Background: an optimization exercise with open tools, aiming at a short achievable clock period and few clock cycles. Do not read the settings as production practice.
In this exercise RTL edits were held to simulation tests only and were not proved equivalent to the original.
Power is estimated from default activity; no workload was simulated.

// riscv_multicycle
module riscv_multicycle (
    input  logic        clk_i,
    input  logic        rstn_i,
    output logic [31:0] imem_addr_o,
    input  logic [31:0] imem_rdata_i,
    output logic [31:0] dmem_addr_o,
    output logic [31:0] dmem_wdata_o,
    output logic        dmem_we_o,
    input  logic [31:0] dmem_rdata_i,
    output logic        update_o,
    output logic [31:0] pc_o,
    output logic [31:0] instr_o,
    output logic [ 4:0] reg_addr_o,
    output logic [31:0] reg_data_o,
    output logic [31:0] mem_addr_o,
    output logic [31:0] mem_data_o,
    output logic        mem_wrt_o
);
    function automatic logic [5:0] clz32(input logic [31:0] x);
        logic [15:0] v2, c2;
        logic [7:0]  v4;  logic [15:0] c4;
        logic [3:0]  v8;  logic [11:0] c8;
        logic [1:0]  v16; logic [7:0]  c16;
        logic [4:0]  c32;
        for (int i = 0; i < 16; i++) begin
            v2[i] = x[2*i+1] | x[2*i];
            c2[i] = ~x[2*i+1];
        end
        for (int i = 0; i < 8; i++) begin
            v4[i] = v2[2*i+1] | v2[2*i];
            c4[2*i +: 2] = v2[2*i+1] ? {1'b0, c2[2*i+1]} : {1'b1, c2[2*i]};
        end
  ...
Settings: LEC_CHECK=0, CAP_MARGIN=20, CORE_MARGIN=2, CORE_UTILIZATION=40, SLEW_MARGIN=20; clock period 22.0 ns.
run.sh (not shown) runs the stock make flow with config.mk's settings and CLKGATE_MAP_FILE= SYNTH_SCRIPT=/design/flow/synth_recipe.tcl, a recipe that flattens the netlist after the stock synthesis.
Testbench counts at the start, summed over its fixed seeds: cycles 8,965.
==> next run, changes <==
==> flow/flow/run.sh (new file) <==
#!/bin/bash
# Layout flow: the standard ORFS flow (standard.sh, standard synthesis unchanged) with two
# changes to how the layout is made:
#  - the port buffers that buffer_ports inserts on every input and output are buf_4 cells
#    (the default pick is a slow delay buffer), so each port still gets its own buffer;
set -euo pipefail
export BUFFER_PORTS_ARGS="-buffer_cell sky130_fd_sc_hd__buf_4"
export SETUP_SLACK_MARGIN=13
bash standard.sh > standard_flow.log 2>&1
==> flow/standard.sh (new file) <==
#!/bin/bash
# synth_recipe.tcl (not shown) runs the flow's synth.tcl, then flattens the netlist and writes it again
# the make line also repeats each setting of config.mk as NAME=value (left out here)
make -C /OpenROAD-flow-scripts/flow DESIGN_CONFIG=/design/flow/config.mk WORK_HOME=/design/flow/orfs CLKGATE_MAP_FILE= SYNTH_SCRIPT=/design/flow/synth_recipe.tcl "${@:-finish}"
removed: flow/run.sh
Result:
- final cell count barely changes
- setup slack gains 0.82 ns
- global-route usage grows by 0.32 points
- die area is unchanged
- sequential power stays flat
- power is about the same
- wire length came out higher by 1.8%
- via count went up by 0.45%
- clock power is about the same

* * *

riscv_multicycle, a different RTL version from the one above (not shown whole).
Size: about 6300 cells after synthesis, roughly 330 I/O pins, roughly 0.067 mm² of cells after synthesis.
## riscv_multicycle
module riscv_multicycle (
    input  logic        clk_i,
    input  logic        rstn_i,
    output logic [31:0] imem_addr_o,
    input  logic [31:0] imem_rdata_i,
    output logic [31:0] dmem_addr_o,
    output logic [31:0] dmem_wdata_o,
    output logic        dmem_we_o,
    input  logic [31:0] dmem_rdata_i,
    output logic        update_o,
    output logic [31:0] pc_o,
    output logic [31:0] instr_o,
    output logic [ 4:0] reg_addr_o,
    output logic [31:0] reg_data_o,
    output logic [31:0] mem_addr_o,
    output logic [31:0] mem_data_o,
    output logic        mem_wrt_o
);
    function automatic logic [5:0] clz32(input logic [31:0] x);
        logic [15:0] v2, c2;
        logic [7:0]  v4;  logic [15:0] c4;
        logic [3:0]  v8;  logic [11:0] c8;
        logic [1:0]  v16; logic [7:0]  c16;
        logic [4:0]  c32;
        for (int i = 0; i < 16; i++) begin
            v2[i] = x[2*i+1] | x[2*i];
            c2[i] = ~x[2*i+1];
        end
        for (int i = 0; i < 8; i++) begin
            v4[i] = v2[2*i+1] | v2[2*i];
            c4[2*i +: 2] = v2[2*i+1] ? {1'b0, c2[2*i+1]} : {1'b1, c2[2*i]};
        end
        for (int i = 0; i < 4; i++) begin
            v8[i] = v4[2*i+1] | v4[2*i];
            c8[3*i +: 3] = v4[2*i+1] ? {1'b0, c4[2*(2*i+1) +: 2]} : {1'b1, c4[2*(2*i) +: 2]};
        end
        for (int i = 0; i < 2; i++) begin
            v16[i] = v8[2*i+1] | v8[2*i];
            c16[4*i +: 4] = v8[2*i+1] ? {1'b0, c8[3*(2*i+1) +: 3]} : {1'b1, c8[3*(2*i) +: 3]};
        end
        c32 = v16[1] ? {1'b0, c16[7:4]} : {1'b1, c16[3:0]};
        clz32 = (v16[1] | v16[0]) ? {1'b0, c32} : 6'd32;
    endfunction
    function automatic logic [31:0] rev32(input logic [31:0] x);
        for (int i = 0; i < 32; i++) rev32[i] = x[31-i];
    endfunction
    function automatic logic [5:0] cpop32(input logic [31:0] x);
        logic [31:0] s2; logic [23:0] s4; logic [15:0] s8; logic [9:0] s16;
        for (int i = 0; i < 16; i++) s2[2*i +: 2] = {1'b0, x[2*i]} + {1'b0, x[2*i+1]};
        for (int i = 0; i < 8; i++)  s4[3*i +: 3] = {1'b0, s2[2*(2*i) +: 2]} + {1'b0, s2[2*(2*i+1) +: 2]};
  ...
Settings: LEC_CHECK=0, CAP_MARGIN=20, CORE_MARGIN=2, CORE_UTILIZATION=40, SLEW_MARGIN=20; clock period 22.0 ns.
Stock flow here: none of the scripts above is used.
Testbench counts at the start, summed over its fixed seeds: cycles 8,965.
Change:
==> flow/flow/run.sh (new file) <==
#!/bin/bash
# Layout flow: the standard ORFS flow (standard.sh, standard synthesis unchanged) with two
# changes to how the layout is made:
#  - the port buffers that buffer_ports inserts on every input and output are buf_4 cells
#    (the default pick is a slow delay buffer), so each port still gets its own buffer;
set -euo pipefail
export BUFFER_PORTS_ARGS="-buffer_cell sky130_fd_sc_hd__buf_4"
export SETUP_SLACK_MARGIN=13
bash standard.sh > standard_flow.log 2>&1
==> flow/standard.sh (new file) <==
#!/bin/bash
# synth_recipe.tcl (not shown) runs the flow's synth.tcl, then flattens the netlist and writes it again
# the make line also repeats each setting of config.mk as NAME=value (left out here)
make -C /OpenROAD-flow-scripts/flow DESIGN_CONFIG=/design/flow/config.mk WORK_HOME=/design/flow/orfs CLKGATE_MAP_FILE= SYNTH_SCRIPT=/design/flow/synth_recipe.tcl "${@:-finish}"
removed: flow/run.sh
Result:
- setup slack gets better by 1.2 ns
- combinational power is lower by about 1%
- area after synthesis stays the same
- via count is higher by 0.47%
- maximum frequency is higher by 13%
- power is about the same
- final area is lower by 0.92%

==> afterwards: timing with drivers on the ports <==
How much do the figures lean on ideal ports? The routed layouts below were timed once more, with nothing changed but the port constraints.
Step 1 (the two cells are an assumption about what drives the block):
set clk [get_ports {clk_i}]
set_driving_cell -lib_cell sky130_fd_sc_hd__clkbuf_16 $clk
set_driving_cell -lib_cell sky130_fd_sc_hd__buf_2 [delete_from_list [all_inputs] $clk]
Step 2 also shifts input and output timing later by t, the mid clock arrival at the registers, as if the neighbouring blocks saw the same clock.
Slacks: ideal / step 1 / step 2; pairs: ideal / step 1.
| run | shift t [ns] | setup slack, ns | clock arrival spread, ns | slew at the worst register clock pin (ns) |
|---|---|---|---|---|
| the first run of note 1 | 0.889 | 12.045 / 12.021 / 12.021 | 0.044 / 0.043 | 0.07 / 0.07 |
| the second run of note 1 | 0.891 | 12.868 / 12.831 / 12.831 | 0.033 / 0.033 | 0.07 / 0.07 |
| the first run of note 2 | 0.880 | 11.600 / 11.569 / 11.569 | 0.039 / 0.040 | 0.07 / 0.07 |
| the second run of note 2 | 0.887 | 12.806 / 12.731 / 12.725 | 0.039 / 0.038 | 0.07 / 0.07 |
After both steps setup and hold are still met in every run listed. For the second run of note 2, which loses most, drivers alone change the setup slack by -0.075 ns; drivers and shift together by -0.081 ns.
